What follows belongs to an exercise in optimizing a design on an open flow for a short achievable clock period and few clock cycles; a production flow would make more cautious choices.
Power figures rest on the tool's default switching activity, not on a simulated workload.

run A:
==> flow/design.v (excerpt) <==
module main(clk, rst, mem_rdata, mem_addr, mem_wdata, mem_we);
For scale: roughly 340 flip-flops, about 35 I/O pins.
make LEC_CHECK=0 ABC_CLOCK_PERIOD_IN_PS=1800 CAP_MARGIN=20 CORE_MARGIN=2 CORE_UTILIZATION=40 GPL_TIMING_DRIVEN=1 SETUP_SLACK_MARGIN=3.6 SLEW_MARGIN=20 SYNTH_HIERARCHICAL=1 SYNTH_MINIMUM_KEEP_SIZE=0 TNS_END_PERCENT=100 finish   # period 5.5 ns
run.sh (not shown) runs the stock make flow with config.mk's settings and CLKGATE_MAP_FILE= SYNTH_SCRIPT=/design/flow/synth_recipe.tcl, a recipe that flattens the netlist after the stock synthesis.
## Diff of input files: run B against run A
diff --git a/flow/design.v b/flow/design.v
--- a/flow/design.v
+++ b/flow/design.v
@@ -53,19 +53,21 @@
 	wire adv = ~(k_ld | k_st);
 	wire exec = v & adv & ~smc_q;
 	wire [7:0] A = opA;
 	wire [7:0] B = opB;
 	wire [7:0] S = opS;
 	wire [8:0] sum;
 	wire co;
 	cla8 alu_add(.a(A), .b(B), .cin(e_sub), .s(sum[7:0]), .co(co));
 	assign sum[8] = co;
-	wire [7:0] mar = sum[7:0];
+	wire [7:0] mar;
+	wire mar_co;
+	cla8 adr_add(.a(A), .b(B), .cin(1'b0), .s(mar), .co(mar_co));
 	wire [7:0] cz = {A[6:0] | B[6:0], e_sub};
 	wire z_add = &(~((A ^ cz) ^ B));
 	reg [7:0] rot4;
 	integer ri, rj;
 	always @(*)
 		for (ri = 0; ri < 8; ri = ri + 1) begin
 			rot4[ri] = 1'b0;
 			for (rj = 0; rj < 8; rj = rj + 1)
 				rot4[ri] = rot4[ri] | (rsel[rj] & A[(ri - rj + 8) % 8]);
[summary]
Run B against run A: critical path depth lost 1; clock skew went up; combinational group share of total power has increased.
Looking only at sequential share of layout area, and setting everything else aside, the higher value of run A and run B goes to run A.
In run B, number of buffers and inverters on the critical path is higher than in run A.
Going from run A to run B, met3 wirelength from detailed routing shrinks by 12%.
Run B gives more number of buffers created by CTS than run A did.
Chip width in run B is 1.2% above run A.
The die of run B is larger than the one used in run A.
Gate count of the mapped netlist: higher on run B
Changes observed in run B relative to run A: global-route usage increased 0.74 points, number of cells in the finished layout apart from fillers increased 67, total power increased about 8%.
No run of this note included a check of the RTL's function; only the layout flow was run.

* * *

Setup of trial 62:
Another version of the RTL of main (not shown whole).
Size: about 1900 cells after synthesis, roughly 320 flip-flops, ~17000 um2 of cells after synthesis.
export LEC_CHECK = 0
export ABC_CLOCK_PERIOD_IN_PS = 1800
export CAP_MARGIN = 20
export CORE_MARGIN = 2
export CORE_UTILIZATION = 40
export GPL_TIMING_DRIVEN = 1
export SETUP_SLACK_MARGIN = 3.6
export SLEW_MARGIN = 20
export TNS_END_PERCENT = 100
create_clock -name core_clock -period 5.5 [get_ports {clk}]
For build 93, these inputs were changed with respect to trial 62:
-- flow/design.v --
<<< trial 62, line 23
	reg dv;
	reg [15:0] ir;
	reg [7:0] d_fa2_q;                 
	reg [7:0] oh_n, oh_d, oh_m;        
	reg [7:0] ext_q;                   
	reg [7:0] d_fa;
>>> build 93, line 23
	reg dv;
	reg [15:0] ir;
	reg [7:0] ext_q;                   
	reg [7:0] d_fa;
<<< trial 62, line 40
	reg [2:0] iA, iB, iS;
	reg uA, uB, uS;
	reg [7:0] rsel;
	reg [7:0] smask;
	reg [7:0] am_o, ao_o;
>>> build 93, line 38
	reg [2:0] iA, iB, iS;
	reg uA, uB, uS;
	reg [2:0] ramt;
	reg [7:0] smask;
	reg [7:0] am_o, ao_o;
<<< trial 62, line 61
	wire [7:0] cz = {A[6:0] | B[6:0], e_sub};
	wire z_add = &(~((A ^ cz) ^ B));
	reg [7:0] rot4;
	integer ri, rj;
	always @(*)
		for (ri = 0; ri < 8; ri = ri + 1) begin
			rot4[ri] = 1'b0;
			for (rj = 0; rj < 8; rj = rj + 1)
				rot4[ri] = rot4[ri] | (rsel[rj] & A[(ri - rj + 8) % 8]);
		end
	wire [7:0] r_oth = ({8{e_and}} & (A & B)) | ({8{e_or}} & (A | B)) | ({8{e_xor}} & (A ^ B)) |
	                   ({8{e_shf}} & rot4 & smask) | ({8{e_passb}} & B);
>>> build 93, line 59
	wire [7:0] cz = {A[6:0] | B[6:0], e_sub};
	wire z_add = &(~((A ^ cz) ^ B));
	wire [7:0] rot1 = ramt[0] ? {A[6:0], A[7]} : A;
	wire [7:0] rot2 = ramt[1] ? {rot1[5:0], rot1[7:6]} : rot1;
	wire [7:0] rot4 = ramt[2] ? {rot2[3:0], rot2[7:4]} : rot2;
	wire [7:0] r_oth = ({8{e_and}} & (A & B)) | ({8{e_or}} & (A | B)) | ({8{e_xor}} & (A ^ B)) |
	                   ({8{e_shf}} & rot4 & smask) | ({8{e_passb}} & B);
<<< trial 62, line 99
	wire d_st   = d_mem & ~I[13];
	wire d_wr   = (d_alu0 & ~d_cmp) | d_alu1 | d_bl;
	wire [7:0] d_fa2 = d_fa2_q;
	wire [7:0] d_target = {2'b00, I[5:0]};
	wire [7:0] ext = ext_q;
	function [7:0] rf_read;
		input [7:0] oh;
		input [63:0] r;
		integer k;
		begin
			rf_read = 8'd0;
			for (k = 0; k < 8; k = k + 1)
				rf_read = rf_read | ({8{oh[k]}} & r[k*8 +: 8]);
		end
	endfunction
	wire [7:0] rRn = mR_n ? res_q : rf_read(oh_n, rf);
	wire [7:0] rRd = mR_d ? res_q : rf_read(oh_d, rf);
	wire [7:0] rRm = mR_m ? res_q : rf_read(oh_m, rf);
	wire [7:0] vRn = (exec & mE_n) ? result : rRn;
	wire [7:0] vRd = (exec & mE_d) ? result : rRd;
>>> build 93, line 92
	wire d_st   = d_mem & ~I[13];
	wire d_wr   = (d_alu0 & ~d_cmp) | d_alu1 | d_bl;
	wire [7:0] d_fa2 = {d_fa[7:1] + 7'd1, d_fa[0]};
	wire [7:0] d_target = {2'b00, I[5:0]};
	wire [7:0] ext = ext_q;
	wire [7:0] rRn = mR_n ? res_q : rf[I[7:5]*8 +: 8];
	wire [7:0] rRd = mR_d ? res_q : rf[I[10:8]*8 +: 8];
	wire [7:0] rRm = mR_m ? res_q : rf[I[2:0]*8 +: 8];
	wire [7:0] vRn = (exec & mE_n) ? result : rRn;
	wire [7:0] vRd = (exec & mE_d) ? result : rRd;
<<< trial 62, line 196
			fz <= 1'b0; fc <= 1'b0;
			rf <= {8'd0, 8'd6, 8'd5, 8'd4, 8'd3, 8'd2, 8'd1, 8'd0};
			ir <= 16'd0; d_fa <= 8'd0; d_fa2_q <= 8'd0; ext_q <= 8'd0;
			oh_n <= 8'd0; oh_d <= 8'd0; oh_m <= 8'd0;
			opA <= 8'd0; opB <= 8'd0; opS <= 8'd0;
			e_arith <= 1'b0; e_sub <= 1'b0; e_and <= 1'b0; e_or <= 1'b0; e_xor <= 1'b0; e_shf <= 1'b0; e_passb <= 1'b0;
			rsel <= 8'd0; smask <= 8'd0;
		end else begin
			if (res_we) begin
>>> build 93, line 179
			fz <= 1'b0; fc <= 1'b0;
			rf <= {8'd0, 8'd6, 8'd5, 8'd4, 8'd3, 8'd2, 8'd1, 8'd0};
			opA <= 8'd0; opB <= 8'd0; opS <= 8'd0;
			e_arith <= 1'b0; e_sub <= 1'b0; e_and <= 1'b0; e_or <= 1'b0; e_xor <= 1'b0; e_shf <= 1'b0; e_passb <= 1'b0;
			ramt <= 3'd0; smask <= 8'd0;
		end else begin
			if (res_we) begin
<<< trial 62, line 241
				iA <= d_iA; iB <= I[2:0]; iS <= I[10:8];
				uA <= d_uA; uB <= d_uB; uS <= d_uS;
				rsel <= 8'd1 << d_ramt;
				smask <= d_mask;
				dv <= k_fetch & ~mispred;
				ir <= M;
				d_fa2_q <= fa2;
				oh_n <= 8'd1 << M[7:5];
				oh_d <= 8'd1 << M[10:8];
				oh_m <= 8'd1 << M[2:0];
				ext_q <= {3'b000, M[4:0]} << M[7:5];
				d_fa <= addr;
>>> build 93, line 222
				iA <= d_iA; iB <= I[2:0]; iS <= I[10:8];
				uA <= d_uA; uB <= d_uB; uS <= d_uS;
				ramt <= d_ramt;
				smask <= d_mask;
				dv <= k_fetch & ~mispred;
				ir <= M;
				ext_q <= {3'b000, M[4:0]} << M[7:5];
				d_fa <= addr;
--- outcome ---
- Cell depth of the worst hold path: build 93 vs trial 62 identical
- Between build 93 and trial 62, the flip-flop and latch share of the layout cell area figures differ only marginally.
- Taking trial 62 as the reference, in build 93 clock power fell about 13%; met1 usage went down.
- Lower power in sequential cells was reported by build 93, not trial 62.
- Build 93 ends up with a fraction of the mapped netlist area in compound gates that is 6.2 points lower than in trial 62.
Function was not checked in any run of this note: the RTL went through the layout flow alone.

==> afterwards: timing with drivers on the ports <==
The flow's constraints put no driver on any port. The routed layouts listed below were extracted and timed again, unchanged, in two steps.
Step 1 (the two cells are an assumption about what drives the block):
set clk [get_ports {clk}]
set_driving_cell -lib_cell sky130_fd_sc_hd__clkbuf_16 $clk
set_driving_cell -lib_cell sky130_fd_sc_hd__buf_2 [delete_from_list [all_inputs] $clk]
Step 2 also shifts input and output timing later by t, the mid clock arrival at the registers, as if the neighbouring blocks saw the same clock.
Slacks: ideal / step 1 / step 2; pairs: ideal / step 1.
| run | shift t [ns] | slack for setup (ns) | hold slack, ns |
|---|---|---|---|
| run A | 0.611 | 2.967 / 2.967 / 2.693 | 0.342 / 0.342 / 0.342 |
| run B | 0.627 | 3.078 / 3.078 / 2.801 | 0.351 / 0.351 / 0.351 |
| trial 62 | 0.589 | 3.147 / 3.147 / 2.718 | 0.350 / 0.350 / 0.350 |
| build 93 | 0.639 | 3.115 / 3.115 / 2.798 | 0.344 / 0.344 / 0.344 |
After both steps setup and hold are still met in every run listed. The setup slack of trial 62, which loses most, moves by 0.000 ns with the drivers and by -0.429 ns with both steps.
